Context: an optimization exercise on an open-source flow, tuned for small area. The choices shown serve that exercise and are no tape-out recipe.
Function was checked by simulation only, so behaviour that the tests miss may differ from the original.
Power and IR drop assume default switching activity.

==> flow/design.v <==
module RegFile(  
   input clk,
   input reset,
   input [3:0] A1,
   input [3:0] A2,
   input [3:0] A3,    
   input [31:0] WD3,  
   input RegWrite,    
   input [31:0] PCPlus8,    
   output [31:0] RD1,    
   output [31:0] RD2    
   );
   reg[31:0] R[15:0]; 
   integer i;
   always @ (posedge clk or posedge reset)
   begin   
         if (reset) 
         begin
            for (i=0; i<16 ;i=i+1)
            begin
				R[i] <= 32'b0;
            end
         end
         else 
         begin         
            if(RegWrite == 1'b1) begin  
               R[A3] <= WD3;
            end
            R[15] <= PCPlus8;
         end
   end
   assign RD1 = R[A1];
   assign RD2 = R[A2];
endmodule
==> flow/run.sh <==
#!/bin/bash
# synth_recipe.tcl (not shown) runs the flow's synth.tcl, then flattens the netlist and writes it again
# the make line also repeats each setting of config.mk as NAME=value (left out here)
make -C /OpenROAD-flow-scripts/flow DESIGN_CONFIG=/design/flow/config.mk WORK_HOME=/design/flow/orfs CLKGATE_MAP_FILE= SYNTH_SCRIPT=/design/flow/synth_recipe.tcl finish
==> flow/config.mk <==
export PLATFORM = sky130hd
export DESIGN_NAME = RegFile
export DESIGN_NICKNAME = RegFile
export VERILOG_FILES = /design/flow/design.v
export SDC_FILE = /design/flow/constraint.sdc
export NUM_CORES = 4
export LEC_CHECK = 0
export CAP_MARGIN = 20
export CORE_MARGIN = 2
export CORE_UTILIZATION = 50
export SLEW_MARGIN = 20
==> flow/constraint.sdc <==
create_clock -name core_clock -period 6.0 [get_ports {clk}]
set_input_delay 1.2000 -clock core_clock [delete_from_list [all_inputs] [get_ports {clk}]]
set_output_delay 1.2000 -clock core_clock [all_outputs]
set_load 0.01 [all_outputs]
==> flow_metrics.py, run 1 <==
metrics = {
    "outcome": {
        "outcome": "no timing/DRC/antenna violations",
    },
    "logic_synthesis": {
        "synthCells": 2332,
        "synth_xor_area_share_pct": 0,
        "synthFlopType": "dfrtp_1",
        "ys_seq_area_share_pct": 47.3,
        "syn-cell-area_mm2": 0.0271,
        "synthSimpleGateAreaFrac_pct": 5.82,
        "yosysWarnings": 2,
        "ys_ff_latch": 512,
        "synth_edf_count": 0,
        "ys_types": 59,
        "synth_fp_nets": 2411,
        "yosys-mux-area-fraction_pct": 25.9,
        "synthAdderAreaFrac_pct": 0,
        "synth_compound_area_share_pct": 16.5,
        "async_flop_share_pct": 100,
        "avgSynthCellArea_um2": 11.6,
        "synth_top_family_by_area": "multiplexers",
    },
    "global_route": {
        "grt_max_degree": 137,
        "antenna_found_initial": 1,
        "grtUsageMet3_pct": 7.11,
        "grt_use_total_pct": 36.2,
        "grt_pass1_vias": 22300,
        "grtUsageMet1_pct": 48.2,
        "grt_pass1_wl_um": 149000,
        "use_met2_pct": 56.3,
        "grt.overflow.total": 0,
        "top_usage_layer": "met2",
    },
    "clocking": {
        "cts_resized": 0,
        "clk_pin_slew_ns": 0.06,
        "cts.htree.levels": 2,
        "cts_buffers": 57,
        "cts_setup_buffers": 0,
        "cts_buffer_depth": 3,
        "clk-insertion-delay-late_ns": 0.61,
        "clock_sinks": 512,
        "cts.hold.buffers_added": 0,
        "root_buffer": "clkbuf_16",
        "tritoncts": "built",
    },
    "final_layout": {
        "drive_gt1_share_pct": 30.3,
        "largest-register": "R",
        "antenna_cells": 0,
        "area_growth_pct": 14.9,
        "fillers": 4506,
        "fin_nets": 2488,
        "largest_reg_flops": 512,
        "largestRegisters": "R: 512 flops",
        "stdcell_count": 3150,
        "design_area_mm2": 0.0311,
    },
    "die": {
        "die_x_um": 237,
        "num_rows": 85,
        "ioPinCount": 143,
        "coreArea_mm2": 0.0537,
        "die_h_um": 237,
        "die-area_mm2": 0.0561,
        "start_util_pct": 50.4,
    },
    "power_and_ir_drop": {
        "seqPwrFrac_pct": 45.6,
        "internal_power_mw": 7.49,
        "pwr-share-clk_pct": 33.1,
        "p_sw_mw": 3.14,
        "swShare_pct": 29.6,
        "p_leak_nw": 13.0,
        "p_comb_share_pct": 21.3,
        "powerDensity_mw_per_mm2": 342,
        "peakVddDrop_mv": 0.247,
    },
    "worst_hold_path": {
        "hp-class": "reg -> reg",
    },
    "critical_path": {
        "cp.arrival_ns": 4.34,
        "path_class": "in -> out",
        "cp_max_fo": 16,
        "regToRegSetupSlack_ns": 5.14,
        "critPathLaunchType": "input port",
        "critPathCaptureType": "primary output",
        "crit_required_ns": 4.80,
    },
    "sta": {
        "max_clock_freq_ghz": 0.180,
        "setup_tns_ns": 0,
        "min_period_ns": 5.54,
        "relSlewSlack_pct": 23.1,
        "fin_crit_sh_pct": 92.4,
        "fin_ws_ns": 0.458,
        "tightest_slew_ns": 1.15,
        "rsz0062_at_grt": "false",
        "hold_violations": 0,
        "fin_worst_skew_ns": 0,
        "drv_slew": 0,
        "setup_viol": 0,
    },
    "placement": {
        "placed_cells": 3046,
        "placed_area_mm2": 0.0293,
        "port_buffers": 142,
        "pre_cts_ws_ns": 0.578,
        "gp_congestion": 0.961,
        "dp_hpwl_um": 63600,
    },
    "routing": {
        "drc": 0,
        "vias": 21800,
        "routed_wl_um": 102000,
        "via_per_inst": 6.93,
        "ant_nets": 0,
        "drt_iter0_drc": 2421,
        "first_pass_iters": 8,
        "wire_per_inst_um": 32.3,
    },
    "flow_run": {
        "drv_cap": 0,
    },
}
==> layout by cell type (no fill, tap or decap), drive strengths merged, types with 5 or more instances in the layout <==
master and count:
nand2 83, a2111oi 12, nor2b 48, a221oi 19, a21oi 90, a32oi 9, or3 5, mux2i 94
nor2 105, nor3 13, a31oi 49, o2bb2ai 6, o22ai 75, clkdlybuf4s50 134, o32ai 12, o21ai 41
nand3b 6, and2b 8, a222oi 32, and2 9, clkinv 16, mux2 539, nand3 7, clkbuf 82
dfrtp 512, nand2b 11, o22a 9, a22oi 136, nor3b 5, o221ai 25, a22o 83, buf 114
inv 28, and3 9
==> Yosys cell counts (4+ instances only) <==
cell       number  area share [%]
a2111oi_0      11            0.36
a21oi_1        90             1.7
a221oi_1       19            0.61
a222oi_1       32             1.2
a22o_1         83             2.7
a22oi_1       136             3.8
a31oi_1        49             1.1
a32o_1          4            0.15
a32oi_1         9            0.29
and2_1          6            0.14
and2b_1         8            0.22
and3_1          9            0.21
buf_1           5           0.069
buf_2         106             2.0
buf_4          17            0.47
buf_6           9            0.37
clkbuf_1       92             1.3
dfrtp_1       512              47
inv_1          26            0.36
mux2_1         43             1.8
mux2_2        496              21
mux2i_1        94             3.5
nand2_1        82             1.1
nand2b_1       11            0.25
nand3_1         7            0.13
nand3b_1        6            0.17
nor2_1        102             1.4
nor2b_1        47             1.1
nor3_1          8            0.15
o21ai_0        41            0.76
o221ai_1       25            0.81
o22a_1          9            0.29
o22ai_1        75             1.7
o2bb2ai_1       6            0.19
o32a_1          4            0.15
o32ai_1        12            0.39
or3_1           5            0.12
==> critical path, cell delays in order <==
cell and delay [ns]:
buf_2 0.54, buf_4 0.41, and2_1 0.85, buf_4 0.29, a222oi_1 0.09, a31oi_1 0.34
clkdlybuf4s50_1 0.61
==> final cells by class <==
type / count / area, um2 / share of cell area, %
Clock buffer: 82 / 1630 / 5.24
Clock inverter: 22 / 218 / 0.700
Inverter: 27 / 105 / 0.338
Multi-Input combinational cell: 1563 / 13200 / 42.4
Sequential cell: 512 / 12800 / 41.2
Tap cell: 696 / 871 / 2.80
Timing Repair Buffer: 248 / 2290 / 7.36
==> worst paths after layout <==
path	endpoint	depth (start not counted)	from
worst max-delay path	RD2[5]	7	A2[3]
worst max register to register	R[11][28]$_DFFE_PP0P_	1	R[11][28]$_DFFE_PP0P_
worst min-delay path	R[5][2]$_DFFE_PP0P_	1	R[5][2]$_DFFE_PP0P_
max in group asynchronous	R[1][6]$_DFFE_PP0P_	3	reset
worst min register to register	R[5][2]$_DFFE_PP0P_	1	R[5][2]$_DFFE_PP0P_
min in group asynchronous	R[8][23]$_DFFE_PP0P_	2	reset
==> cell families after synthesis <==
kind of cell | count (synthesis)
buf+inv | 257
mux | 633
compound gates | 615
flops | 512
simple gates | 315
==> layer usage <==
metal  wire length (um)  share of wire, %
met3               9510               9.3
met5                 12             0.012
met4               5790               5.7
met1              40800                40
met2              45600                45
==> through the flow <==
stage | power [mW] | utilization, % | hold slack, ns
floorplan | 6.24 | - | 0.474
global placement | 7.04 | 54.5 | 0.494
detailed placement | 7.13 | 54.5 | 0.500
CTS | 10.6 | 57.9 | 0.513
global route | 11.1 | 57.9 | 0.528
finish | 10.6 | 57.9 | 0.513
==> power by group through the flow <==
stage                     sequential, mW  clock (mW)  combinational (mW)
after CTS                           4.84        3.56                2.24
after global routing                4.95        3.70                2.41
after detailed placement            4.90           0                2.23
after floorplan                     4.69           0                1.55
final                               4.85        3.52                2.26
after global placement              4.86           0                2.18
==> run 2, diff against run 1 <==
==> flow/design.v (replaced) <==
module RegFile(  
   input clk,
   input reset,
   input [3:0] A1,
   input [3:0] A2,
   input [3:0] A3,    
   input [31:0] WD3,  
   input RegWrite,    
   input [31:0] PCPlus8,    
   output [31:0] RD1,    
   output [31:0] RD2    
   );
   reg [31:0] R [0:15];
   reg [15:0] v;
   integer i;
   always @(posedge clk) begin
      for (i = 0; i < 15; i = i + 1)
         if (RegWrite && A3 == i) R[i] <= WD3;
      R[15] <= PCPlus8;
   end
   always @(posedge clk or posedge reset) begin
      if (reset)
         v <= 16'b0;
      else begin
         for (i = 0; i < 15; i = i + 1)
            if (RegWrite && A3 == i) v[i] <= 1'b1;
         v[15] <= 1'b1;
      end
   end
   wire [15:0] s1, s2;
   genvar g, b;
   generate
      for (g = 0; g < 16; g = g + 1) begin : dec
         assign s1[g] = v[g] & (A1 == g);
         assign s2[g] = v[g] & (A2 == g);
      end
   endgenerate
   generate
      for (b = 0; b < 32; b = b + 1) begin : bits
         wire [15:0] col;
         for (g = 0; g < 16; g = g + 1) begin : c
            assign col[g] = R[g][b];
         end
         RegFile_rbit u1 (.s(s1), .d(col), .y(RD1[b]));
         RegFile_rbit u2 (.s(s2), .d(col), .y(RD2[b]));
      end
   endgenerate
endmodule
module RegFile_rbit(
   input [15:0] s,
   input [15:0] d,
   output y
   );
   wire [4:0] x;
   wire n, m;
   genvar k;
   generate
      for (k = 0; k < 5; k = k + 1) begin : grp
         RegFile_aoi222 u (.a(s[3*k]), .b(d[3*k]), .c(s[3*k+1]), .d(d[3*k+1]),
                           .e(s[3*k+2]), .f(d[3*k+2]), .y(x[k]));
      end
   endgenerate
   RegFile_nand3 n0 (.a(x[0]), .b(x[1]), .c(x[2]), .y(n));
   RegFile_nand2 n1 (.a(x[3]), .b(x[4]), .y(m));
   RegFile_ao211 o0 (.a(s[15]), .b(d[15]), .c(n), .d(m), .y(y));
endmodule
module RegFile_aoi222(input a, input b, input c, input d, input e, input f, output y);
   assign y = ~((a & b) | (c & d) | (e & f));
endmodule
module RegFile_nand3(input a, input b, input c, output y);
   assign y = ~(a & b & c);
endmodule
module RegFile_nand2(input a, input b, output y);
   assign y = ~(a & b);
endmodule
module RegFile_ao211(input a, input b, input c, input d, output y);
   assign y = (a & b) | c | d;
endmodule
--- a/flow/config.mk
+++ b/flow/config.mk
@@ -8,4 +8,5 @@
 export CAP_MARGIN = 20
 export CORE_MARGIN = 2
-export CORE_UTILIZATION = 50
+export CORE_UTILIZATION = 70
 export SLEW_MARGIN = 20
+export SYNTH_HIERARCHICAL = 1
==> flow_metrics.py, run 2 <==
metrics = {
    "routing": {
        "drt_iter0_drc": 4042,
        "via_per_inst": 8.55,
        "first_pass_iters": 12,
        "vias": 15400,
        "ant_nets": 0,
        "routed_wl_um": 64900,
        "wire_per_inst_um": 36.1,
        "drc": 0,
    },
    "critical_path": {
        "worst-path-buf-inv": 3,
        "crit_required_ns": 4.80,
        "ff2ff_path_depth": 1,
        "crit_top_cell": "clkdlybuf4s50_1",
        "regToRegSetupSlack_ns": 5.22,
        "path_class": "in -> out",
        "critPathLaunchType": "input port",
        "crit_start": "A2[3]",
        "slowest_delay_ns": 0.92,
        "cp_cell_sequence": "clkdlybuf4s50_1, nor2b_1, and3_1, buf_12, a222oi_1, nand2_1, a211o_1, clkdlybuf4s50_1",
        "cp_slowest_cell": "and3_1",
        "r2r-end": "v[12]$_DFFE_PP0P_",
        "crit_family": "buffers and inverters",
        "cp.arrival_ns": 4.30,
        "critPathCaptureType": "primary output",
        "r2r-start": "v[12]$_DFFE_PP0P_",
        "cp_max_fo": 17,
    },
    "sta": {
        "tightest_slew_ns": 1.14,
        "relSlewSlack_pct": 23.8,
        "rsz0062_at_grt": "false",
        "fin_worst_skew_ns": 0,
        "hold_violations": 0,
        "setup_viol": 0,
        "fin_crit_sh_pct": 91.6,
        "max_clock_freq_ghz": 0.182,
        "min_period_ns": 5.50,
        "setup_tns_ns": 0,
        "drv_slew": 0,
    },
    "final_layout": {
        "layout_commonest_cell": "edfxtp_1",
        "largest_reg_flops": 512,
        "largest-register": "R",
        "largestRegisters": "R: 512 flops, v: 16 flops",
        "design_area_mm2": 0.0245,
        "area_growth_pct": 20.2,
        "antenna_cells": 0,
        "drive_gt1_share_pct": 9.89,
        "regArea_mm2": 0.0155,
        "fillers": 1293,
        "fin_nets": 1452,
        "multi_input_area_mm2": 0.00500,
        "final_cell_mix": "edfxtp_1 (480), a222oi_1 (320), clkdlybuf4s50_1 (142)",
    },
    "logic_synthesis": {
        "synth_fp_nets": 1214,
        "synthFlopType": "edfxtp_1",
        "ys_seq_area_share_pct": 76.0,
        "ys_types": 25,
        "synthTopCellsByArea": "edfxtp_1 (71%), a222oi_1 (16%), dfxtp_1 (3.1%), a211o_1 (2.8%), dfrtp_1 (2.0%)",
        "async_flop_share_pct": 3.03,
        "yosysWarnings": 8,
        "ys_ff_latch": 528,
        "synth.most_common_cell": "edfxtp_1",
        "synthCells": 1135,
        "avgSynthCellArea_um2": 17.9,
        "syn-cell-area_mm2": 0.0203,
        "synth_top_area_cell": "edfxtp_1",
        "synth_common_cells": "edfxtp_1 (480), a222oi_1 (320), nand2_1 (68)",
        "synth_edf_count": 480,
        "synth_top_area_share_pct": 70.8,
    },
    "power_and_ir_drop": {
        "internal_power_mw": 6.28,
        "p_leak_nw": 8.47,
        "p_sw_mw": 1.78,
        "powerDensity_mw_per_mm2": 329,
        "seqPwrFrac_pct": 51.8,
        "swShare_pct": 22.1,
        "p_comb_share_pct": 9.0,
        "peakVddDrop_mv": 0.313,
        "pwr-share-clk_pct": 39.1,
    },
    "outcome": {
        "outcome": "no timing/DRC/antenna violations",
    },
    "clocking": {
        "cts.hold.buffers_added": 0,
        "clock_sinks": 528,
        "cts_buffers": 50,
        "cts_buffer_depth": 3,
        "root_buffer": "clkbuf_16",
        "clk_pin_slew_ns": 0.07,
        "clk-insertion-delay-late_ns": 0.56,
        "cts_setup_buffers": 0,
        "tritoncts": "built",
        "cts_resized": 0,
        "cts.htree.levels": 2,
    },
    "die": {
        "ioPinCount": 143,
        "die_h_um": 174,
        "coreArea_mm2": 0.0286,
        "start_util_pct": 71.1,
        "num_rows": 62,
        "die-area_mm2": 0.0304,
        "die_x_um": 174,
    },
    "global_route": {
        "grt_pass1_wl_um": 94400,
        "grt_pass1_vias": 15800,
        "antenna_found_initial": 0,
        "grt_use_total_pct": 42.0,
        "grt_max_degree": 33,
        "grt.overflow.total": 0,
    },
    "placement": {
        "gp_congestion": 0.853,
        "dp_hpwl_um": 34400,
        "placed_area_mm2": 0.0228,
        "port_buffers": 142,
    },
    "flow_run": {
        "drv_cap": 0,
    },
    "worst_hold_path": {
        "min_path_cells": 1,
        "hold_start": "v[2]$_DFFE_PP0P_",
        "hp-class": "reg -> reg",
        "holdPathEnd": "v[2]$_DFFE_PP0P_",
    },
}
==> run 2: cell types whose count changed after synthesis, sizes merged, moves of 61 or more <==
cell	before	now
o22ai	75	0
clkbuf	93	4
mux2	539	0
a22oi	136	0
a22o	83	0
a222oi	32	320
dfrtp	512	16
a211o	3	64
edfxtp	0	480
buf	137	1
a21oi	90	0
nor2	105	20
mux2i	94	0
==> run 2: routing by layer <==
metal	vias up	track usage, %	wire length [um]
li1	5962	-	-
met1	7239	54.5	19800
met2	1821	65.5	29800
met3	351	12.4	11500
met4	0	21.6	3850
met5	-	0	0
==> run 2: cell type report <==
cell class              count  area share [%]
repair buffers            191            7.75
inverters                   1          0.0153
clock inverters            15           0.696
clock buffers              79            5.94
well taps                 384            1.96
multi-input cells         601            20.5
flip-flops and latches    528            63.2
==> run 2: cell families (layout without fill, tap and decap cells) <==
kind of cell,Yosys count,in the layout,synth area share (%)
buffers and inverters,6,286,0.117
other,1,1,0.0184
flip-flops,528,528,76.0
AO/OA/AOI/OAI,399,399,19.1
AND/OR/NAND/NOR,201,201,4.78
==> run 2: worst max-delay path by stage <==
stage,to,slack [ns],cells past startpoint
floorplan,RD2[0],0.27,5
global placement,RD2[7],0.77,8
detailed placement,RD2[7],0.68,8
CTS,RD2[7],0.66,8
global route,RD2[22],0.51,8
finish,RD2[17],0.50,8
==> run 2: power by group through the flow <==
stage               registers, mW  logic (mW)  clock network [mW]
CTS                          4.17       0.710                3.13
floorplan                    4.22       0.313                   0
finish                       4.18       0.728                3.15
global placement             4.24       0.683                   0
global route                 4.18       0.755                3.28
detailed placement           4.25       0.700                   0
==> run 2: per-module statistics from Yosys, one instance, submodules excluded, a selection <==
module	copies in the design	flops+latches	area (um2)	cells inside
RegFile_nand2	64	0	3.75	1
RegFile_ao211	64	0	8.76	1
RegFile_aoi222	320	0	10.0	1
RegFile_nand3	64	0	5.00	1
RegFile	1	528	16000	623
==> run 2: metrics by stage <==
stage          total power [mW]  hold slack [ns]  std cells  utilization (%)  setup slack, ns
5_1_grt                    8.21            0.529       1799             85.5            0.507
3_5_place_dp               4.95            0.488       1705             79.8            0.677
2_1_floorplan              4.54            0.448       1135                -            0.271
6_report                   8.05            0.527       1799             85.5            0.505
4_1_cts                    8.01            0.505       1799             85.5            0.658
3_3_place_gp               4.92            0.496       1704             79.7            0.769
==> run 3, diff against run 2 <==
==> flow/flow/run.sh (new file) <==
#!/bin/bash
# Own layout flow: the standard ORFS flow, with
#  - one buf_1 buffer per input and output port (the standard flow picks a
#    larger delay buffer),
#  - clock tree synthesis with clkbuf_8 leaf clusters and no dummy loads.
# Every ORFS step writes its full log under orfs/logs/; make's own output goes
# to standard.log in the work folder.
set -euo pipefail
bash standard.sh \
  "BUFFER_PORTS_ARGS=-buffer_cell sky130_fd_sc_hd__buf_1" \
  "CTS_ARGS=-sink_clustering_enable -repair_clock_nets -dont_use_dummy_load -sink_clustering_size 20 -sink_clustering_max_diameter 40 -buf_list {sky130_fd_sc_hd__clkbuf_8}" \
  finish > standard.log 2>&1
==> flow/standard.sh (new file) <==
#!/bin/bash
# synth_recipe.tcl (not shown) runs the flow's synth.tcl, then flattens the netlist and writes it again
# the make line also repeats each setting of config.mk as NAME=value (left out here)
make -C /OpenROAD-flow-scripts/flow DESIGN_CONFIG=/design/flow/config.mk WORK_HOME=/design/flow/orfs CLKGATE_MAP_FILE= SYNTH_SCRIPT=/design/flow/synth_recipe.tcl "${@:-finish}"
--- a/flow/config.mk
+++ b/flow/config.mk
@@ -8,5 +8,5 @@
 export CAP_MARGIN = 20
 export CORE_MARGIN = 2
-export CORE_UTILIZATION = 70
+export CORE_UTILIZATION = 60
 export SLEW_MARGIN = 20
 export SYNTH_HIERARCHICAL = 1
removed: flow/run.sh
==> flow_metrics.py, run 3 <==
metrics = {
    "die": {
        "coreArea_mm2": 0.0334,
        "num_rows": 67,
        "die_x_um": 188,
        "die-area_mm2": 0.0354,
        "ioPinCount": 143,
        "start_util_pct": 60.8,
        "die_h_um": 188,
    },
    "logic_synthesis": {
        "synth_top_area_share_pct": 70.8,
        "synth_top_area_cell": "edfxtp_1",
        "ys_ff_latch": 528,
        "synth_fp_nets": 1214,
        "synth.most_common_cell": "edfxtp_1",
        "ys_seq_area_share_pct": 76.0,
        "ys_types": 25,
        "synth_edf_count": 480,
        "synthFlopType": "edfxtp_1",
        "async_flop_share_pct": 3.03,
        "synth_common_cells": "edfxtp_1 (480), a222oi_1 (320), nand2_1 (68)",
        "synthTopCellsByArea": "edfxtp_1 (71%), a222oi_1 (16%), dfxtp_1 (3.1%), a211o_1 (2.8%), dfrtp_1 (2.0%)",
        "avgSynthCellArea_um2": 17.9,
        "synthCells": 1135,
        "syn-cell-area_mm2": 0.0203,
        "yosysWarnings": 8,
    },
    "routing": {
        "routed_wl_um": 61700,
        "drt_iter0_drc": 3187,
        "vias": 14500,
        "ant_nets": 0,
        "first_pass_iters": 12,
        "wire_per_inst_um": 33.7,
        "via_per_inst": 7.93,
        "drc": 0,
    },
    "critical_path": {
        "cp_max_fo": 18,
        "critPathLaunchType": "input port",
        "path_class": "in -> out",
        "critPathCaptureType": "primary output",
        "cp.arrival_ns": 3.67,
        "crit_required_ns": 4.80,
    },
    "outcome": {
        "outcome": "no timing/DRC/antenna violations",
    },
    "final_layout": {
        "largestRegisters": "R: 512 flops, v: 16 flops",
        "drive_gt1_share_pct": 9.70,
        "multi_input_area_mm2": 0.00500,
        "largest_reg_flops": 512,
        "layout_commonest_cell": "edfxtp_1",
        "regArea_mm2": 0.0155,
        "largest-register": "R",
        "fillers": 2292,
        "area_growth_pct": 11.9,
        "fin_nets": 1462,
        "final_cell_mix": "edfxtp_1 (480), a222oi_1 (320), buf_1 (142)",
    },
    "sta": {
        "setup_viol": 0,
        "fin_worst_skew_ns": 0,
        "drv_slew": 0,
        "relSlewSlack_pct": 24.0,
        "setup_tns_ns": 0,
        "min_period_ns": 4.87,
        "max_clock_freq_ghz": 0.205,
        "fin_crit_sh_pct": 81.1,
        "rsz0062_at_grt": "false",
        "tightest_slew_ns": 1.14,
        "timing.hold.ws_ns": 0.518,
        "hold_violations": 0,
    },
    "flow_run": {
        "drv_cap": 0,
    },
    "clocking": {
        "cts.htree.levels": 2,
        "cts_resized": 0,
        "clk_pin_slew_ns": 0.07,
        "tritoncts": "built",
        "cts_buffers": 60,
        "cts.hold.buffers_added": 0,
        "clk-insertion-delay-late_ns": 0.63,
        "clock_sinks": 528,
        "cts_setup_buffers": 0,
        "cts_buffer_depth": 3,
        "root_buffer": "clkbuf_8",
    },
    "global_route": {
        "grt_pass1_vias": 14700,
        "grt.overflow.total": 0,
        "grt_use_total_pct": 34.8,
        "grt_max_degree": 33,
        "antenna_found_initial": 1,
        "grt_pass1_wl_um": 90100,
    },
    "power_and_ir_drop": {
        "p_leak_nw": 7.71,
        "peakVddDrop_mv": 0.258,
        "powerDensity_mw_per_mm2": 297,
    },
    "placement": {
        "dp_hpwl_um": 33400,
        "gp_congestion": 0.825,
        "port_buffers": 142,
    },
    "worst_hold_path": {
        "hp-class": "reg -> reg",
    },
}
## run 3: changes by cell type in the layout (fill, tap and decap cells not counted), moves of 23 or more
cell | previous run | this run
buf_1 | 0 | 142
clkbuf_1 | 23 | 0
clkbuf_16 | 53 | 0
clkbuf_8 | 3 | 60
clkdlybuf4s50_1 | 142 | 0
## run 3: layout make-up
class,instances,area share (%)
antenna,1,0.0110
tap,448,2.46
timing repair buffer,191,4.04
sequential,528,67.9
inverter,1,0.0165
clock buffer,60,3.63
multi-input combinational,601,22.0
## run 3: through the flow
| stage | power, mW | instances | utilization (%) | cell area (um2) | setup WS, ns |
|---|---|---|---|---|---|
| after floorplan | 4.54 | 1135 | - | 20300 | 0.271 |
| after global placement | 4.80 | 1768 | 65.5 | 21900 | 1.29 |
| after detailed placement | 4.81 | 1769 | 65.6 | 21900 | 1.25 |
| after CTS | 6.77 | 1829 | 68.1 | 22800 | 1.23 |
| after global routing | 6.96 | 1829 | 68.1 | 22800 | 1.07 |
| final | 6.76 | 1830 | 68.1 | 22800 | 1.13 |
## run 3: kinds of logic (layout without fill, tap and decap cells)
| group | after synthesis | count (layout) | share of synthesized area, % |
|---|---|---|---|
| AO/OA/AOI/OAI | 399 | 399 | 19.1 |
| buffers and inverters | 6 | 252 | 0.117 |
| flip-flops | 528 | 528 | 76.0 |
| other | 1 | 2 | 0.0184 |
| AND/OR/NAND/NOR | 201 | 201 | 4.78 |
## run 3: worst paths after layout
check                                  startpoint                 to  slack [ns]  cells after the start
min in group asynchronous                   reset   v[6]$_DFFE_PP0P_        0.56                      2
max in group asynchronous                   reset   v[0]$_DFFE_PP0P_        5.01                      2
worst min register to register   v[7]$_DFFE_PP0P_   v[7]$_DFFE_PP0P_        0.52                      1
worst max register to register  v[12]$_DFFE_PP0P_  v[12]$_DFFE_PP0P_        5.23                      1
worst min-delay path             v[7]$_DFFE_PP0P_   v[7]$_DFFE_PP0P_        0.52                      1
worst max-delay path                        A2[1]            RD2[23]        1.13                      8
## run 3: critical path, cell delays in order
cell and delay [ns]:
buf_1 0.31, nor2_1 0.14, and4_1 0.60, buf_4 0.42
a222oi_1 0.47, nand2_1 0.10, a211o_1 0.27, buf_1 0.13
## run 3: per-module statistics from Yosys, one instance, submodules excluded, a selection
module / times used / flops+latches / cell area [um2] / cells inside
RegFile: 1 / 528 / 16000 / 623
RegFile_aoi222: 320 / 0 / 10.0 / 1
RegFile_ao211: 64 / 0 / 8.76 / 1
RegFile_nand3: 64 / 0 / 5.00 / 1
RegFile_nand2: 64 / 0 / 3.75 / 1
## run 3: metal layers
layer | up-vias | GRT usage, % | routed length (um)
met4 | 0 | 15.2 | 2320
met1 | 7197 | 46.3 | 21800
met3 | 190 | 7.90 | 8470
met5 | - | 0 | 0
met2 | 1210 | 55.8 | 29100
li1 | 5919 | - | -
## run 3: report_power, final
group          internal, mW  switching (mW)
clock                 0.880            1.14
combinational         0.203           0.373
sequential             4.11          0.0530
==> run 4, diff against run 3 <==
--- a/flow/flow/run.sh
+++ b/flow/flow/run.sh
@@ -9,4 +9,4 @@
 bash standard.sh \
   "BUFFER_PORTS_ARGS=-buffer_cell sky130_fd_sc_hd__buf_1" \
-  "CTS_ARGS=-sink_clustering_enable -repair_clock_nets -dont_use_dummy_load -sink_clustering_size 20 -sink_clustering_max_diameter 40 -buf_list {sky130_fd_sc_hd__clkbuf_8}" \
+  "CTS_ARGS=-sink_clustering_enable -repair_clock_nets -dont_use_dummy_load -sink_clustering_size 24 -sink_clustering_max_diameter 45 -buf_list {sky130_fd_sc_hd__clkbuf_8}" \
   finish > standard.log 2>&1
--- a/flow/config.mk
+++ b/flow/config.mk
@@ -8,5 +8,5 @@
 export CAP_MARGIN = 20
 export CORE_MARGIN = 2
-export CORE_UTILIZATION = 60
+export CORE_UTILIZATION = 70
 export SLEW_MARGIN = 20
 export SYNTH_HIERARCHICAL = 1
==> flow_metrics.py, run 4 <==
metrics = {
    "outcome": {
        "outcome": "no timing/DRC/antenna violations",
    },
    "sta": {
        "hold_violations": 0,
        "max_clock_freq_ghz": 0.206,
        "rsz0062_at_grt": "false",
        "setup_tns_ns": 0,
        "min_period_ns": 4.86,
        "relSlewSlack_pct": 19.3,
        "drv_slew": 0,
        "setup_viol": 0,
        "fin_worst_skew_ns": 0,
        "tightest_slew_ns": 1.21,
        "fin_crit_sh_pct": 80.9,
    },
    "power_and_ir_drop": {
        "peakVddDrop_mv": 0.222,
        "p_sw_mw": 1.51,
        "p_comb_share_pct": 9.0,
        "internal_power_mw": 4.98,
        "swShare_pct": 23.3,
        "powerDensity_mw_per_mm2": 289,
        "p_leak_nw": 7.58,
        "pwr-share-clk_pct": 26.8,
        "seqPwrFrac_pct": 64.2,
    },
    "critical_path": {
        "r2r-start": "v[12]$_DFFE_PP0P_",
        "ff2ff_path_depth": 1,
        "cp.arrival_ns": 3.66,
        "path_class": "in -> out",
        "r2r-end": "v[12]$_DFFE_PP0P_",
        "critPathCaptureType": "primary output",
        "cp_max_fo": 17,
        "crit_required_ns": 4.80,
        "regToRegSetupSlack_ns": 5.25,
        "critPathLaunchType": "input port",
    },
    "global_route": {
        "antenna_found_initial": 1,
        "grt_max_degree": 33,
        "grt_pass1_wl_um": 89800,
        "grt_pass1_vias": 14900,
        "grt.overflow.total": 0,
        "grt_use_total_pct": 40.4,
    },
    "final_layout": {
        "design_area_mm2": 0.0224,
        "final_cell_mix": "edfxtp_1 (480), a222oi_1 (320), buf_1 (142)",
        "drive_gt1_share_pct": 8.51,
        "layout_commonest_cell": "edfxtp_1",
        "area_growth_pct": 10.3,
        "largest-register": "R",
        "largestRegisters": "R: 512 flops, v: 16 flops",
        "largest_reg_flops": 512,
        "stdcell_count": 1747,
        "fin_nets": 1444,
        "antenna_cells": 0,
    },
    "clocking": {
        "clock_sinks": 528,
        "clk-insertion-delay-late_ns": 0.59,
        "root_buffer": "clkbuf_8",
        "tritoncts": "built",
        "clk_pin_slew_ns": 0.06,
        "cts_setup_buffers": 0,
        "cts_resized": 0,
        "cts.hold.buffers_added": 0,
        "cts_buffers": 45,
        "cts_buffer_depth": 3,
        "cts.htree.levels": 2,
    },
    "placement": {
        "placed_area_mm2": 0.0218,
        "dp_hpwl_um": 33400,
        "gp_congestion": 0.881,
        "port_buffers": 142,
        "placed_cells": 1702,
    },
    "logic_synthesis": {
        "synth_compound_area_share_pct": 19.1,
        "async_flop_share_pct": 3.03,
        "synth_top_area_cell": "edfxtp_1",
        "synth_top_family_by_area": "compound AO/OA/AOI/OAI gates",
        "synth_edf_count": 480,
        "synthAdderAreaFrac_pct": 0,
        "syn-cell-area_mm2": 0.0203,
        "synthSimpleGateAreaFrac_pct": 4.78,
        "synthFlopType": "edfxtp_1",
        "synth.most_common_cell": "edfxtp_1",
        "synth_xor_area_share_pct": 0,
        "synthCells": 1135,
        "ys_types": 25,
        "synth_common_cells": "edfxtp_1 (480), a222oi_1 (320), nand2_1 (68)",
        "synthTopCellsByArea": "edfxtp_1 (71%), a222oi_1 (16%), dfxtp_1 (3.1%), a211o_1 (2.8%), dfrtp_1 (2.0%)",
        "synth_top_area_share_pct": 70.8,
        "yosys-mux-area-fraction_pct": 0,
        "ys_seq_area_share_pct": 76.0,
        "yosysWarnings": 8,
        "ys_ff_latch": 528,
        "synth_fp_nets": 1214,
        "avgSynthCellArea_um2": 17.9,
    },
    "routing": {
        "drt_iter0_drc": 3777,
        "first_pass_iters": 15,
        "via_per_inst": 8.56,
        "vias": 14900,
        "routed_wl_um": 62300,
        "ant_nets": 0,
        "drc": 0,
        "wire_per_inst_um": 35.6,
    },
    "worst_hold_path": {
        "hp-class": "reg -> reg",
        "holdPathEnd": "v[3]$_DFFE_PP0P_",
        "min_path_cells": 1,
        "hold_start": "v[3]$_DFFE_PP0P_",
    },
    "die": {
        "num_rows": 62,
        "die_x_um": 174,
        "coreArea_mm2": 0.0286,
        "die_h_um": 174,
        "ioPinCount": 143,
        "start_util_pct": 71.1,
        "die-area_mm2": 0.0304,
    },
    "flow_run": {
        "drv_cap": 0,
    },
}
[run 4: layout make-up]
class | instances | area [um2]
clock buffer | 45 | 619
sequential | 528 | 15500
timing repair buffer | 188 | 878
tap | 384 | 480
inverter | 1 | 3.75
multi-input combinational | 601 | 5000
fill | 1607 | 6180
[run 4: power groups by stage]
stage	logic [mW]	clock network, mW	registers (mW)
3_5_place_dp	0.562	0	4.24
4_1_cts	0.566	1.73	4.16
6_report	0.585	1.74	4.17
3_3_place_gp	0.551	0	4.24
5_1_grt	0.610	1.87	4.17
2_1_floorplan	0.313	0	4.22
[run 4: how the worst max path moves through the flow]
| stage | start | endpoint | slack (ns) | cells after the start |
|---|---|---|---|---|
| global placement | A2[3] | RD2[7] | 1.39 | 8 |
| detailed placement | A2[1] | RD2[25] | 1.30 | 8 |
| finish | A1[0] | RD1[22] | 1.14 | 8 |
| global route | A2[1] | RD2[12] | 1.11 | 8 |
| floorplan | A2[1] | RD2[0] | 0.27 | 5 |
| CTS | A2[1] | RD2[25] | 1.29 | 8 |
[run 4: Yosys stat by module, one instance, submodules excluded, a selection]
| module | flops+latches | times used | cells | cell area [um2] |
|---|---|---|---|---|
| RegFile | 528 | 1 | 623 | 16000 |
| RegFile_nand2 | 0 | 64 | 1 | 3.75 |
| RegFile_aoi222 | 0 | 320 | 1 | 10.0 |
| RegFile_nand3 | 0 | 64 | 1 | 5.00 |
| RegFile_ao211 | 0 | 64 | 1 | 8.76 |
[run 4: cell families after synthesis]
family                 count (synthesis)
AOI/OAI and AO/OA                    399
buffers and inverters                  6
DFF                                  528
other                                  1
and+or+nand+nor                      201
[run 4: worst max-delay path, stage by stage]
cell	delay, ns
buf_1	0.12
nor2b_1	0.26
and3_1	1.01
buf_4	0.49
a222oi_1	0.18
nand2_1	0.11
a211o_1	0.11
buf_1	0.16
[run 4: per-stage QoR]
step                utilization [%]  hold slack (ns)  setup slack (ns)  power [mW]
CTS                            78.4            0.513              1.29        6.46
floorplan                         -            0.448             0.271        4.54
finish                         78.4            0.518              1.14        6.49
global placement               76.2            0.489              1.39        4.79
global route                   78.4            0.533              1.11        6.65
detailed placement             76.2            0.495              1.30        4.81
[run 4: metal layers]
layer / vias to the layer above / share of wire, % / global-route usage, %
met5: - / 0.018 / 0
met4: 2 / 4.7 / 19.3
met3: 245 / 17 / 10.3
met2: 1670 / 46 / 62.7
met1: 7151 / 33 / 54.5
li1: 5880 / - / -
==> run 5, diff against run 4 <==
--- a/flow/flow/run.sh
+++ b/flow/flow/run.sh
@@ -9,4 +9,4 @@
 bash standard.sh \
   "BUFFER_PORTS_ARGS=-buffer_cell sky130_fd_sc_hd__buf_1" \
-  "CTS_ARGS=-sink_clustering_enable -repair_clock_nets -dont_use_dummy_load -sink_clustering_size 24 -sink_clustering_max_diameter 45 -buf_list {sky130_fd_sc_hd__clkbuf_8}" \
+  "CTS_ARGS=-sink_clustering_enable -repair_clock_nets -dont_use_dummy_load -sink_clustering_size 24 -sink_clustering_max_diameter 40 -buf_list {sky130_fd_sc_hd__clkbuf_8}" \
   finish > standard.log 2>&1
--- a/flow/config.mk
+++ b/flow/config.mk
@@ -8,5 +8,5 @@
 export CAP_MARGIN = 20
 export CORE_MARGIN = 2
-export CORE_UTILIZATION = 70
+export CORE_UTILIZATION = 75
 export SLEW_MARGIN = 20
 export SYNTH_HIERARCHICAL = 1
==> flow_metrics.py, run 5 <==
metrics = {
    "sta": {
        "fin_crit_sh_pct": 80.4,
        "tightest_slew_ns": 1.16,
        "setup_viol": 0,
        "setup_tns_ns": 0,
        "timing.hold.ws_ns": 0.504,
        "rsz0062_at_grt": "false",
        "max_clock_freq_ghz": 0.207,
        "drv_slew": 0,
        "fin_worst_skew_ns": 0,
        "relSlewSlack_pct": 22.6,
        "hold_violations": 0,
        "min_period_ns": 4.82,
    },
    "die": {
        "coreArea_mm2": 0.0268,
        "ioPinCount": 143,
        "die-area_mm2": 0.0285,
        "die_h_um": 169,
        "die_x_um": 169,
        "start_util_pct": 75.9,
        "num_rows": 60,
    },
    "clocking": {
        "clk_pin_slew_ns": 0.07,
        "cts_resized": 0,
        "cts_buffers": 48,
        "cts.htree.levels": 2,
        "cts_setup_buffers": 0,
        "cts_buffer_depth": 3,
        "clk-insertion-delay-late_ns": 0.61,
        "clock_sinks": 528,
        "tritoncts": "built",
        "cts.hold.buffers_added": 0,
        "root_buffer": "clkbuf_8",
    },
    "logic_synthesis": {
        "synth_edf_count": 480,
        "synth_top_family_by_area": "compound AO/OA/AOI/OAI gates",
        "yosysWarnings": 8,
        "synthSimpleGateAreaFrac_pct": 4.78,
        "synth_top_area_share_pct": 70.8,
        "synth_xor_area_share_pct": 0,
        "avgSynthCellArea_um2": 17.9,
        "synth_common_cells": "edfxtp_1 (480), a222oi_1 (320), nand2_1 (68)",
        "syn-cell-area_mm2": 0.0203,
        "synth.most_common_cell": "edfxtp_1",
        "synth_top_area_cell": "edfxtp_1",
        "ys_ff_latch": 528,
        "async_flop_share_pct": 3.03,
        "synth_fp_nets": 1214,
        "synthCells": 1135,
        "synth_compound_area_share_pct": 19.1,
        "synthTopCellsByArea": "edfxtp_1 (71%), a222oi_1 (16%), dfxtp_1 (3.1%), a211o_1 (2.8%), dfrtp_1 (2.0%)",
        "synthAdderAreaFrac_pct": 0,
        "synthFlopType": "edfxtp_1",
        "ys_seq_area_share_pct": 76.0,
        "yosys-mux-area-fraction_pct": 0,
        "ys_types": 25,
    },
    "final_layout": {
        "largest-register": "R",
        "area_growth_pct": 10.5,
        "largestRegisters": "R: 512 flops, v: 16 flops",
        "design_area_mm2": 0.0225,
        "antenna_cells": 0,
        "regArea_mm2": 0.0155,
        "multi_input_area_mm2": 0.00501,
        "drive_gt1_share_pct": 9.05,
        "layout_commonest_cell": "edfxtp_1",
        "largest_reg_flops": 512,
        "final_cell_mix": "edfxtp_1 (480), a222oi_1 (320), buf_1 (142)",
        "fillers": 1303,
        "fin_nets": 1451,
        "stdcell_count": 1711,
    },
    "outcome": {
        "outcome": "no timing/DRC/antenna violations",
    },
    "global_route": {
        "antenna_found_initial": 0,
        "grt.overflow.total": 0,
        "grt_pass1_vias": 14900,
        "grt_use_total_pct": 42.4,
        "grt_pass1_wl_um": 87600,
        "grt_max_degree": 33,
    },
    "placement": {
        "placed_area_mm2": 0.0218,
        "dp_hpwl_um": 32800,
        "gp_congestion": 0.843,
        "port_buffers": 142,
        "placed_cells": 1662,
    },
    "power_and_ir_drop": {
        "p_comb_share_pct": 8.9,
        "powerDensity_mw_per_mm2": 291,
        "pwr-share-clk_pct": 27.4,
        "peakVddDrop_mv": 0.274,
        "internal_power_mw": 5.02,
        "p_sw_mw": 1.52,
        "seqPwrFrac_pct": 63.6,
        "p_leak_nw": 7.63,
        "total_power_mw": 6.55,
        "swShare_pct": 23.2,
    },
    "critical_path": {
        "cp_slowest_cell": "and3_1",
        "path_class": "in -> out",
        "worst-path-buf-inv": 3,
        "crit_family": "simple AND/OR/NAND/NOR gates",
        "crit_required_ns": 4.80,
        "ff2ff_path_depth": 1,
        "slowest_delay_ns": 0.98,
        "cp_cell_sequence": "buf_1, nor2b_1, and3_1, buf_4, a222oi_1, nand2_1, a211o_1, buf_1",
        "crit_top_cell": "buf_1",
        "critPathCaptureType": "primary output",
        "cp.arrival_ns": 3.62,
        "critPathLaunchType": "input port",
        "cp_num_cells": 8,
        "cp_max_fo": 17,
    },
    "routing": {
        "first_pass_iters": 13,
        "wire_per_inst_um": 35.3,
        "ant_nets": 0,
        "drc": 0,
        "via_per_inst": 8.74,
        "drt_iter0_drc": 3853,
        "vias": 15000,
        "routed_wl_um": 60400,
    },
    "flow_run": {
        "drv_cap": 0,
    },
    "worst_hold_path": {
        "min_path_cells": 1,
        "hp-class": "reg -> reg",
    },
}
-- run 5: cell counts after synthesis --
No cell type changed its count.
-- run 5: path summary, 6_finish.rpt --
check / start / to / slack [ns]
setup / recovery: A1[3] / RD1[17] / 1.18
hold / removal: v[3]$_DFFE_PP0P_ / v[3]$_DFFE_PP0P_ / 0.50
setup reg to reg: v[12]$_DFFE_PP0P_ / v[12]$_DFFE_PP0P_ / 5.26
hold reg to reg: v[3]$_DFFE_PP0P_ / v[3]$_DFFE_PP0P_ / 0.50
max in group asynchronous: reset / v[2]$_DFFE_PP0P_ / 4.95
min in group asynchronous: reset / v[0]$_DFFE_PP0P_ / 0.63
-- run 5: power groups by stage --
stage	clock, mW	combinational, mW	sequential [mW]
after global routing	1.90	0.610	4.17
final	1.80	0.585	4.17
after CTS	1.78	0.564	4.16
after detailed placement	0	0.561	4.24
after floorplan	0	0.313	4.22
after global placement	0	0.548	4.23
-- run 5: through the flow --
stage	setup WS (ns)	util [%]
3_3_place_gp	1.20	81.3
3_5_place_dp	1.08	81.3
4_1_cts	1.08	83.8
5_1_grt	1.08	83.9
2_1_floorplan	0.271	-
6_report	1.18	83.9
-- run 5: cell families after synthesis --
group,count (synthesis)
AO/OA/AOI/OAI,399
buffers and inverters,6
flip-flops,528
other,1
AND/OR/NAND/NOR,201
-- run 5: layer usage --
| layer | GRT usage, % | part of all wire [%] | vias up |
|---|---|---|---|
| met3 | 14.2 | 18 | 279 |
| li1 | - | - | 5891 |
| met5 | 0 | 0 | - |
| met4 | 22.0 | 5.2 | 0 |
| met2 | 65.8 | 46 | 1713 |
| met1 | 54.2 | 31 | 7070 |
-- run 5: cell type report --
cell class                      count  area share [%]
Sequential cell                   528            68.7
Multi-Input combinational cell    601            22.3
Timing Repair Buffer              192            4.13
Clock buffer                       48            2.94
Tap cell                          341            1.90
Inverter                            1          0.0167
-- run 5: modules after synthesis, one instance, submodules excluded, a selection --
module	area (um2)	flops+latches	times used
RegFile_ao211	8.76	0	64
RegFile_nand2	3.75	0	64
RegFile_nand3	5.00	0	64
RegFile	16000	528	1
RegFile_aoi222	10.0	0	320
==> run 6, diff against run 5 <==
--- a/flow/design.v
+++ b/flow/design.v
@@ -14,7 +14,19 @@
    reg [15:0] v;
    integer i;
+   wire [3:0] wlo, whi;
+   wire [14:0] we;
+   genvar g, b;
+   generate
+      for (g = 0; g < 4; g = g + 1) begin : wpre
+         assign wlo[g] = (A3[1:0] == g);
+         assign whi[g] = RegWrite & (A3[3:2] == g);
+      end
+      for (g = 0; g < 15; g = g + 1) begin : wdec
+         RegFile_and2 u (.a(wlo[g % 4]), .b(whi[g / 4]), .y(we[g]));
+      end
+   endgenerate
    always @(posedge clk) begin
       for (i = 0; i < 15; i = i + 1)
-         if (RegWrite && A3 == i) R[i] <= WD3;
+         if (we[i]) R[i] <= WD3;
       R[15] <= PCPlus8;
    end
@@ -23,11 +35,8 @@
          v <= 16'b0;
       else begin
-         for (i = 0; i < 15; i = i + 1)
-            if (RegWrite && A3 == i) v[i] <= 1'b1;
-         v[15] <= 1'b1;
+         v <= {1'b1, v[14:0] | we};
       end
    end
    wire [15:0] s1, s2;
-   genvar g, b;
    generate
       for (g = 0; g < 16; g = g + 1) begin : dec
@@ -71,4 +80,7 @@
    assign y = ~(a & b & c);
 endmodule
+module RegFile_and2(input a, input b, output y);
+   assign y = a & b;
+endmodule
 module RegFile_nand2(input a, input b, output y);
    assign y = ~(a & b);
==> flow/flow/run.sh (replaced) <==
#!/bin/bash
# Own layout flow: the standard ORFS flow, with
#  - one buf_1 buffer per input and output port (the standard flow picks a
#    larger delay buffer),
#  - the drivers of high-fanout nets upsized before global placement
#    (flow/upsize.tcl), in place of the buffers repair would add,
#  - clock tree synthesis with clkbuf_8 leaf clusters and no dummy loads.
# Every ORFS step writes its full log under orfs/logs/; make's own output goes
# to standard.log in the work folder.
set -euo pipefail
bash standard.sh \
  "BUFFER_PORTS_ARGS=-buffer_cell sky130_fd_sc_hd__buf_1" \
  "PRE_GLOBAL_PLACE_TCL=$PWD/flow/upsize.tcl" \
  "CTS_ARGS=-sink_clustering_enable -repair_clock_nets -dont_use_dummy_load -sink_clustering_size 24 -sink_clustering_max_diameter 42 -buf_list {sky130_fd_sc_hd__clkbuf_8}" \
  finish > standard.log 2>&1
==> flow/flow/upsize.tcl (new file) <==
# Sourced before global placement (PRE_GLOBAL_PLACE_TCL). Upsizes the small
# logic gates that drive the design's high-fanout nets (the read selects and
# the write enables), so that repair does not add a buffer after each of them.
# Gates driving flip-flop enables get the _4 size, the others the _2 size.
set block [ord::get_db_block]
set db [ord::get_db]
set n_up 0
foreach net [$block getNets] {
  if {[$net getSigType] ne "SIGNAL"} { continue }
  set fo 0
  set drv ""
  set ff 0
  foreach it [$net getITerms] {
    if {[$it isInputSignal]} {
      incr fo
      if {[string match "*edfxtp*" [[[$it getInst] getMaster] getName]]} { set ff 1 }
    } elseif {[$it isOutputSignal]} { set drv [$it getInst] }
  }
  if {$fo < 20 || $drv eq ""} { continue }
  set m [[$drv getMaster] getName]
  if {![regexp {^(sky130_fd_sc_hd__[a-z0-9]+)_1$} $m -> base]} { continue }
  if {[string match "*df*" $base] || [string match "*buf*" $base]} { continue }
  set new ""
  foreach s [expr {$ff ? {4 2} : {2 4}}] {
    if {[$db findMaster ${base}_$s] ne "NULL"} { set new ${base}_$s; break }
  }
  if {$new eq ""} { continue }
  puts "upsize [$drv getName] $m -> $new (fanout $fo)"
  replace_cell [$drv getName] $new
  incr n_up
}
puts "upsized $n_up drivers"
--- a/flow/config.mk
+++ b/flow/config.mk
@@ -8,5 +8,5 @@
 export CAP_MARGIN = 20
 export CORE_MARGIN = 2
-export CORE_UTILIZATION = 75
+export CORE_UTILIZATION = 70
 export SLEW_MARGIN = 20
 export SYNTH_HIERARCHICAL = 1
==> flow_metrics.py, run 6 <==
metrics = {
    "critical_path": {
        "critPathLaunchType": "input port",
        "crit_required_ns": 4.80,
        "crit_start": "A2[0]",
        "crit_top_cell": "buf_1",
        "worst-path-buf-inv": 3,
        "r2r-end": "v[9]$_DFF_PP0_",
        "r2r-start": "v[9]$_DFF_PP0_",
        "cp.arrival_ns": 3.84,
        "path_class": "in -> out",
        "crit_family": "simple AND/OR/NAND/NOR gates",
        "regToRegSetupSlack_ns": 5.18,
        "ff2ff_path_depth": 1,
        "cp_num_cells": 8,
        "cp_max_fo": 18,
        "critPathCaptureType": "primary output",
        "slowest_delay_ns": 0.83,
        "critPathCapture": "RD2[28]",
        "cp_cell_sequence": "buf_1, nand2b_1, nor3_4, buf_4, a222oi_1, nand2_1, a211o_1, buf_1",
        "cp_slowest_cell": "nor3_4",
    },
    "final_layout": {
        "multi_input_area_mm2": 0.00509,
        "antenna_cells": 0,
        "fillers": 1634,
        "largestRegisters": "R: 512 flops, v: 16 flops",
        "layout_commonest_cell": "edfxtp_1",
        "largest_reg_flops": 512,
        "design_area_mm2": 0.0223,
        "regArea_mm2": 0.0155,
        "final_cell_mix": "edfxtp_1 (480), a222oi_1 (320), buf_1 (142)",
        "largest-register": "R",
        "drive_gt1_share_pct": 9.14,
        "area_growth_pct": 9.49,
        "fin_nets": 1416,
    },
    "sta": {
        "rsz0062_at_grt": "false",
        "drv_slew": 0,
        "fin_worst_skew_ns": 0,
        "max_clock_freq_ghz": 0.198,
        "relSlewSlack_pct": 18.6,
        "hold_violations": 0,
        "fin_crit_sh_pct": 84.0,
        "timing.hold.ws_ns": 0.483,
        "tightest_slew_ns": 1.22,
        "setup_viol": 0,
        "min_period_ns": 5.04,
        "setup_tns_ns": 0,
    },
    "die": {
        "die_x_um": 175,
        "die-area_mm2": 0.0305,
        "num_rows": 62,
        "coreArea_mm2": 0.0287,
        "start_util_pct": 71.0,
        "die_h_um": 175,
        "ioPinCount": 143,
    },
    "logic_synthesis": {
        "synthAdderAreaFrac_pct": 0,
        "syn-cell-area_mm2": 0.0204,
        "synthTopCellsByArea": "edfxtp_1 (71%), a222oi_1 (16%), dfxtp_1 (3.1%), a211o_1 (2.7%), dfrtp_1 (2.0%)",
        "async_flop_share_pct": 3.03,
        "synth_top_area_cell": "edfxtp_1",
        "synth_top_family_by_area": "compound AO/OA/AOI/OAI gates",
        "synth_fp_nets": 1216,
        "synthCells": 1137,
        "synth.most_common_cell": "edfxtp_1",
        "synth_common_cells": "edfxtp_1 (480), a222oi_1 (320), nand2_1 (72)",
        "synthSimpleGateAreaFrac_pct": 5.59,
        "ys_types": 25,
        "synth_edf_count": 480,
        "avgSynthCellArea_um2": 17.9,
        "synth_xor_area_share_pct": 0,
        "ys_seq_area_share_pct": 75.8,
        "ys_ff_latch": 528,
        "synthFlopType": "edfxtp_1",
        "yosysWarnings": 8,
        "yosys-mux-area-fraction_pct": 0,
        "synth_compound_area_share_pct": 18.5,
        "synth_top_area_share_pct": 70.7,
    },
    "clocking": {
        "tritoncts": "built",
        "cts.htree.levels": 2,
        "cts_buffer_depth": 3,
        "clock_sinks": 528,
        "cts_buffers": 47,
        "clk-insertion-delay-late_ns": 0.58,
        "cts_resized": 0,
        "cts.hold.buffers_added": 0,
        "cts_setup_buffers": 0,
        "clk_pin_slew_ns": 0.05,
        "root_buffer": "clkbuf_8",
    },
    "worst_hold_path": {
        "hp-class": "reg -> reg",
    },
    "flow_run": {
        "drv_cap": 0,
    },
    "routing": {
        "routed_wl_um": 62900,
        "drt_iter0_drc": 4006,
        "ant_nets": 0,
        "first_pass_iters": 11,
        "drc": 0,
        "vias": 15000,
        "via_per_inst": 8.70,
        "wire_per_inst_um": 36.6,
    },
    "power_and_ir_drop": {
        "total_power_mw": 6.53,
        "powerDensity_mw_per_mm2": 293,
        "peakVddDrop_mv": 0.224,
        "p_leak_nw": 7.50,
    },
    "global_route": {
        "grt_max_degree": 34,
        "grt_pass1_vias": 14400,
        "antenna_found_initial": 0,
        "grt.overflow.total": 0,
        "grt_pass1_wl_um": 89700,
        "grt_use_total_pct": 40.7,
    },
    "outcome": {
        "outcome": "no timing/DRC/antenna violations",
    },
    "placement": {
        "placed_area_mm2": 0.0216,
        "gp_congestion": 0.832,
        "dp_hpwl_um": 31300,
        "port_buffers": 142,
    },
}
run 6: worst min-delay path by stage:
| stage | start | cells after the start | endpoint | slack, ns |
|---|---|---|---|---|
| 2_1_floorplan | v[1]$_DFF_PP0_ | 1 | v[1]$_DFF_PP0_ | 0.44 |
| 3_5_place_dp | v[3]$_DFF_PP0_ | 1 | v[3]$_DFF_PP0_ | 0.47 |
| 5_1_grt | v[3]$_DFF_PP0_ | 1 | v[3]$_DFF_PP0_ | 0.51 |
| 6_report | v[4]$_DFF_PP0_ | 1 | v[4]$_DFF_PP0_ | 0.48 |
| 3_3_place_gp | v[10]$_DFF_PP0_ | 1 | v[10]$_DFF_PP0_ | 0.46 |
| 4_1_cts | v[10]$_DFF_PP0_ | 1 | v[10]$_DFF_PP0_ | 0.48 |
run 6: final cells by class:
class	instances	share of cell area (%)
multi-input combinational	604	22.8
tap	384	2.15
timing repair buffer	154	2.88
inverter	2	0.0336
sequential	528	69.2
clock buffer	47	2.90
run 6: through the flow:
step	worst slack (ns)	instances	util, %
floorplan	0.248	1137	-
global placement	1.14	1671	75.4
detailed placement	1.06	1671	75.4
CTS	1.05	1718	77.7
global route	0.904	1719	77.8
finish	0.961	1719	77.8
run 6: per-layer routing:
metal  up-vias  wire [um]  part of all wire [%]  track usage, %
met1      7104      20000                    32            55.8
met4         0       3010                   4.8            19.6
li1       5820          -                     -               -
met3       261      11800                    19            11.6
met5         -          0                     0               0
met2      1765      28100                    45            61.2
run 6: power breakdown:
group,switching (mW),internal [mW],leakage [nW]
clock network,1.09,0.699,0.338
registers,0.0534,4.11,4.77
logic,0.379,0.200,2.39
total,1.52,5.01,7.50
run 6: modules after synthesis (local to each module, per instance), a selection:
| module | times used | cells inside | flops+latches | cell area [um2] |
|---|---|---|---|---|
| RegFile | 1 | 610 | 528 | 16000 |
| RegFile_and2 | 15 | 1 | 0 | 6.26 |
| RegFile_ao211 | 64 | 1 | 0 | 8.76 |
| RegFile_aoi222 | 320 | 1 | 0 | 10.0 |
| RegFile_nand2 | 64 | 1 | 0 | 3.75 |
| RegFile_nand3 | 64 | 1 | 0 | 5.00 |
run 6: cells by family after synthesis:
group / Yosys count
compound gates: 384
flops: 528
simple gates: 219
other cells: 1
buf+inv: 5
==> run 7, diff against run 6 <==
--- a/flow/design.v
+++ b/flow/design.v
@@ -39,8 +39,15 @@
    end
    wire [15:0] s1, s2;
+   wire [3:0] r1lo, r1hi, r2lo, r2hi;
    generate
+      for (g = 0; g < 4; g = g + 1) begin : rpre
+         assign r1lo[g] = (A1[1:0] == g);
+         assign r1hi[g] = (A1[3:2] == g);
+         assign r2lo[g] = (A2[1:0] == g);
+         assign r2hi[g] = (A2[3:2] == g);
+      end
       for (g = 0; g < 16; g = g + 1) begin : dec
-         assign s1[g] = v[g] & (A1 == g);
-         assign s2[g] = v[g] & (A2 == g);
+         RegFile_and3 u1 (.a(r1lo[g % 4]), .b(r1hi[g / 4]), .c(v[g]), .y(s1[g]));
+         RegFile_and3 u2 (.a(r2lo[g % 4]), .b(r2hi[g / 4]), .c(v[g]), .y(s2[g]));
       end
    endgenerate
@@ -80,4 +87,7 @@
    assign y = ~(a & b & c);
 endmodule
+module RegFile_and3(input a, input b, input c, output y);
+   assign y = a & b & c;
+endmodule
 module RegFile_and2(input a, input b, output y);
    assign y = a & b;
--- a/flow/flow/run.sh
+++ b/flow/flow/run.sh
@@ -12,4 +12,4 @@
   "BUFFER_PORTS_ARGS=-buffer_cell sky130_fd_sc_hd__buf_1" \
   "PRE_GLOBAL_PLACE_TCL=$PWD/flow/upsize.tcl" \
-  "CTS_ARGS=-sink_clustering_enable -repair_clock_nets -dont_use_dummy_load -sink_clustering_size 24 -sink_clustering_max_diameter 42 -buf_list {sky130_fd_sc_hd__clkbuf_8}" \
+  "CTS_ARGS=-sink_clustering_enable -repair_clock_nets -dont_use_dummy_load -sink_clustering_size 24 -sink_clustering_max_diameter 45 -buf_list {sky130_fd_sc_hd__clkbuf_8}" \
   finish > standard.log 2>&1
==> flow_metrics.py, run 7 <==
metrics = {
    "power_and_ir_drop": {
        "swShare_pct": 22.9,
        "seqPwrFrac_pct": 64.9,
        "peakVddDrop_mv": 0.232,
        "pwr-share-clk_pct": 26.4,
        "p_sw_mw": 1.47,
        "internal_power_mw": 4.94,
        "p_leak_nw": 7.42,
        "p_comb_share_pct": 8.7,
        "powerDensity_mw_per_mm2": 291,
    },
    "sta": {
        "relSlewSlack_pct": 21.1,
        "drv_slew": 0,
        "setup_viol": 0,
        "setup_tns_ns": 0,
        "tightest_slew_ns": 1.18,
        "fin_crit_sh_pct": 76.0,
        "rsz0062_at_grt": "false",
        "fin_worst_skew_ns": 0,
        "hold_violations": 0,
        "min_period_ns": 4.56,
        "max_clock_freq_ghz": 0.219,
    },
    "critical_path": {
        "crit_required_ns": 4.80,
        "worst-path-buf-inv": 2,
        "cp.arrival_ns": 3.36,
        "crit_top_cell": "buf_1",
        "critPathLaunchType": "input port",
        "path_class": "in -> out",
        "critPathCaptureType": "primary output",
        "cp_slowest_cell": "a222oi_1",
        "cp_max_fo": 32,
        "slowest_delay_ns": 0.60,
        "cp_cell_sequence": "buf_1, and2b_2, and3_2, a222oi_1, nand3_1, a211o_1, buf_1",
        "crit_family": "simple AND/OR/NAND/NOR gates",
    },
    "worst_hold_path": {
        "hp-class": "reg -> reg",
    },
    "die": {
        "die-area_mm2": 0.0305,
        "die_x_um": 175,
        "num_rows": 62,
        "ioPinCount": 143,
        "start_util_pct": 70.9,
        "die_h_um": 175,
        "coreArea_mm2": 0.0287,
    },
    "clocking": {
        "clock_sinks": 528,
        "cts_buffer_depth": 3,
        "cts_setup_buffers": 0,
        "clk-insertion-delay-late_ns": 0.57,
        "cts.htree.levels": 2,
        "cts_resized": 0,
        "cts_buffers": 43,
        "root_buffer": "clkbuf_8",
        "tritoncts": "built",
        "clk_pin_slew_ns": 0.06,
        "cts.hold.buffers_added": 0,
    },
    "final_layout": {
        "largest_reg_flops": 512,
        "largest-register": "R",
        "fillers": 1641,
        "layout_commonest_cell": "edfxtp_1",
        "regArea_mm2": 0.0155,
        "drive_gt1_share_pct": 8.00,
        "design_area_mm2": 0.0220,
        "area_growth_pct": 8.28,
        "fin_nets": 1394,
        "multi_input_area_mm2": 0.00497,
        "largestRegisters": "R: 512 flops, v: 16 flops",
        "final_cell_mix": "edfxtp_1 (480), a222oi_1 (320), buf_1 (142)",
    },
    "routing": {
        "first_pass_iters": 12,
        "via_per_inst": 8.68,
        "drc": 0,
        "vias": 14700,
        "ant_nets": 0,
        "routed_wl_um": 60300,
        "wire_per_inst_um": 35.5,
        "drt_iter0_drc": 3364,
    },
    "global_route": {
        "grt.overflow.total": 0,
        "grtUsageMet1_pct": 53.8,
        "grt_max_degree": 34,
        "top_usage_layer": "met2",
        "antenna_found_initial": 1,
        "use_met2_pct": 59.5,
        "grtUsageMet3_pct": 11.4,
        "grt_use_total_pct": 38.9,
        "grt_pass1_wl_um": 86900,
        "grt_pass1_vias": 14400,
    },
    "placement": {
        "dp_hpwl_um": 29500,
        "placed_area_mm2": 0.0214,
        "port_buffers": 142,
        "gp_congestion": 0.816,
    },
    "logic_synthesis": {
        "synth.most_common_cell": "edfxtp_1",
        "synth_edf_count": 480,
        "synth_top_area_share_pct": 70.8,
        "synth_common_cells": "edfxtp_1 (480), a222oi_1 (320), a211o_1 (64), nand2_1 (64), nand3_1 (64)",
        "syn-cell-area_mm2": 0.0203,
        "ys_types": 17,
        "yosysWarnings": 8,
        "synth_fp_nets": 1207,
        "ys_seq_area_share_pct": 75.9,
        "synthFlopType": "edfxtp_1",
        "async_flop_share_pct": 3.03,
        "ys_ff_latch": 528,
        "synthCells": 1128,
        "synth_top_area_cell": "edfxtp_1",
        "avgSynthCellArea_um2": 18.0,
        "synthTopCellsByArea": "edfxtp_1 (71%), a222oi_1 (16%), dfxtp_1 (3.1%), a211o_1 (2.8%), dfrtp_1 (2.0%)",
    },
    "outcome": {
        "outcome": "no timing/DRC/antenna violations",
    },
    "flow_run": {
        "drv_cap": 0,
    },
}
[run 7: power groups by stage]
| stage | registers, mW | logic (mW) | clock network [mW] |
|---|---|---|---|
| floorplan | 4.22 | 0.306 | 0 |
| global placement | 4.23 | 0.529 | 0 |
| detailed placement | 4.24 | 0.540 | 0 |
| CTS | 4.16 | 0.542 | 1.69 |
| global route | 4.17 | 0.588 | 1.82 |
| finish | 4.16 | 0.560 | 1.69 |
[run 7: routing by layer]
metal,vias to the layer above,part of all wire [%]
met5,-,0
li1,5760,-
met1,7089,33
met4,0,4.0
met2,1669,45
met3,223,18
[run 7: area by class of cell]
type                    instances  share of cell area [%]
repair buffers                142                    2.42
inverters                       1                  0.0170
well taps                     384                    2.18
multi-input cells             599                    22.5
clock buffers                  43                    2.69
diodes                          1                  0.0114
flip-flops and latches        528                    70.1
[run 7: worst paths after layout]
check                               start               to  slack (ns)  cells after the start
max                                 A1[0]          RD1[19]        1.44                      7
min                        v[8]$_DFF_PP0_   v[8]$_DFF_PP0_        0.49                      1
max reg2reg                v[7]$_DFF_PP0_   v[7]$_DFF_PP0_        5.26                      1
min reg2reg                v[8]$_DFF_PP0_   v[8]$_DFF_PP0_        0.49                      1
max in group asynchronous           reset  v[15]$_DFF_PP0_        4.88                      2
min in group asynchronous           reset   v[3]$_DFF_PP0_        0.66                      2
[run 7: kinds of logic (layout without fill, tap and decap cells)]
| family | count (synthesis) | in the layout | share of synthesized area, % |
|---|---|---|---|
| AO/OA/AOI/OAI | 384 | 384 | 18.5 |
| buffers and inverters | 1 | 186 | 0.0184 |
| flip-flops | 528 | 528 | 75.9 |
| other | 1 | 2 | 0.0184 |
| AND/OR/NAND/NOR | 214 | 214 | 5.52 |
[run 7: per-module statistics from Yosys, one instance, submodules excluded, a selection]
module / cells inside / cell area [um2]
RegFile_nand2: 1 / 3.75
RegFile_and3: 1 / 6.26
RegFile_aoi222: 1 / 10.0
RegFile_and2: 1 / 6.26
RegFile: 569 / 15700
RegFile_ao211: 1 / 8.76
RegFile_nand3: 1 / 5.00
[run 7: through the flow]
stage	instances	setup WS, ns	utilization, %	power, mW	hold WS [ns]
global placement	1654	1.58	74.7	4.76	0.458
CTS	1697	1.54	76.8	6.39	0.480
global route	1697	1.43	76.8	6.57	0.496
finish	1698	1.44	76.8	6.41	0.489
floorplan	1128	2.21	-	4.53	0.439
detailed placement	1654	1.54	74.7	4.78	0.460

## what the ideal ports hide
The results above use ideal ports. As a check the final layouts listed here were re-extracted and re-timed, cells and wires unchanged.
Step 1, drivers: a clkbuf_16 drives clk and a buf_2 each remaining input, both assumed.
Step 2, shift: input delay + t, output delay - t, t = (earliest + latest rising clock arrival at the registers) / 2. This alone moves slack from input paths to output paths.
a / b / c = ideal ports / drivers / drivers and shift; a / b = the first two.
run | t (ns) | slack for setup (ns) | worst hold slack (ns)
run 1 | 0.675 | 0.458 / 0.433 / 0.433 | 0.513 / 0.513 / 0.513
run 2 | 0.610 | 0.505 / 0.482 / 0.482 | 0.527 / 0.527 / 0.527
run 3 | 0.687 | 1.132 / 1.110 / 1.110 | 0.518 / 0.518 / 0.518
run 4 | 0.629 | 1.143 / 1.116 / 1.116 | 0.518 / 0.518 / 0.518
run 5 | 0.636 | 1.177 / 1.154 / 1.154 | 0.504 / 0.504 / 0.504
run 6 | 0.633 | 0.961 / 0.939 / 0.939 | 0.483 / 0.483 / 0.483
run 7 | 0.619 | 1.438 / 1.412 / 1.412 | 0.489 / 0.489 / 0.489
After both steps setup and hold are still met in every run listed. For run 4, which loses most, drivers alone change the setup slack by -0.027 ns; drivers and shift together by -0.027 ns.
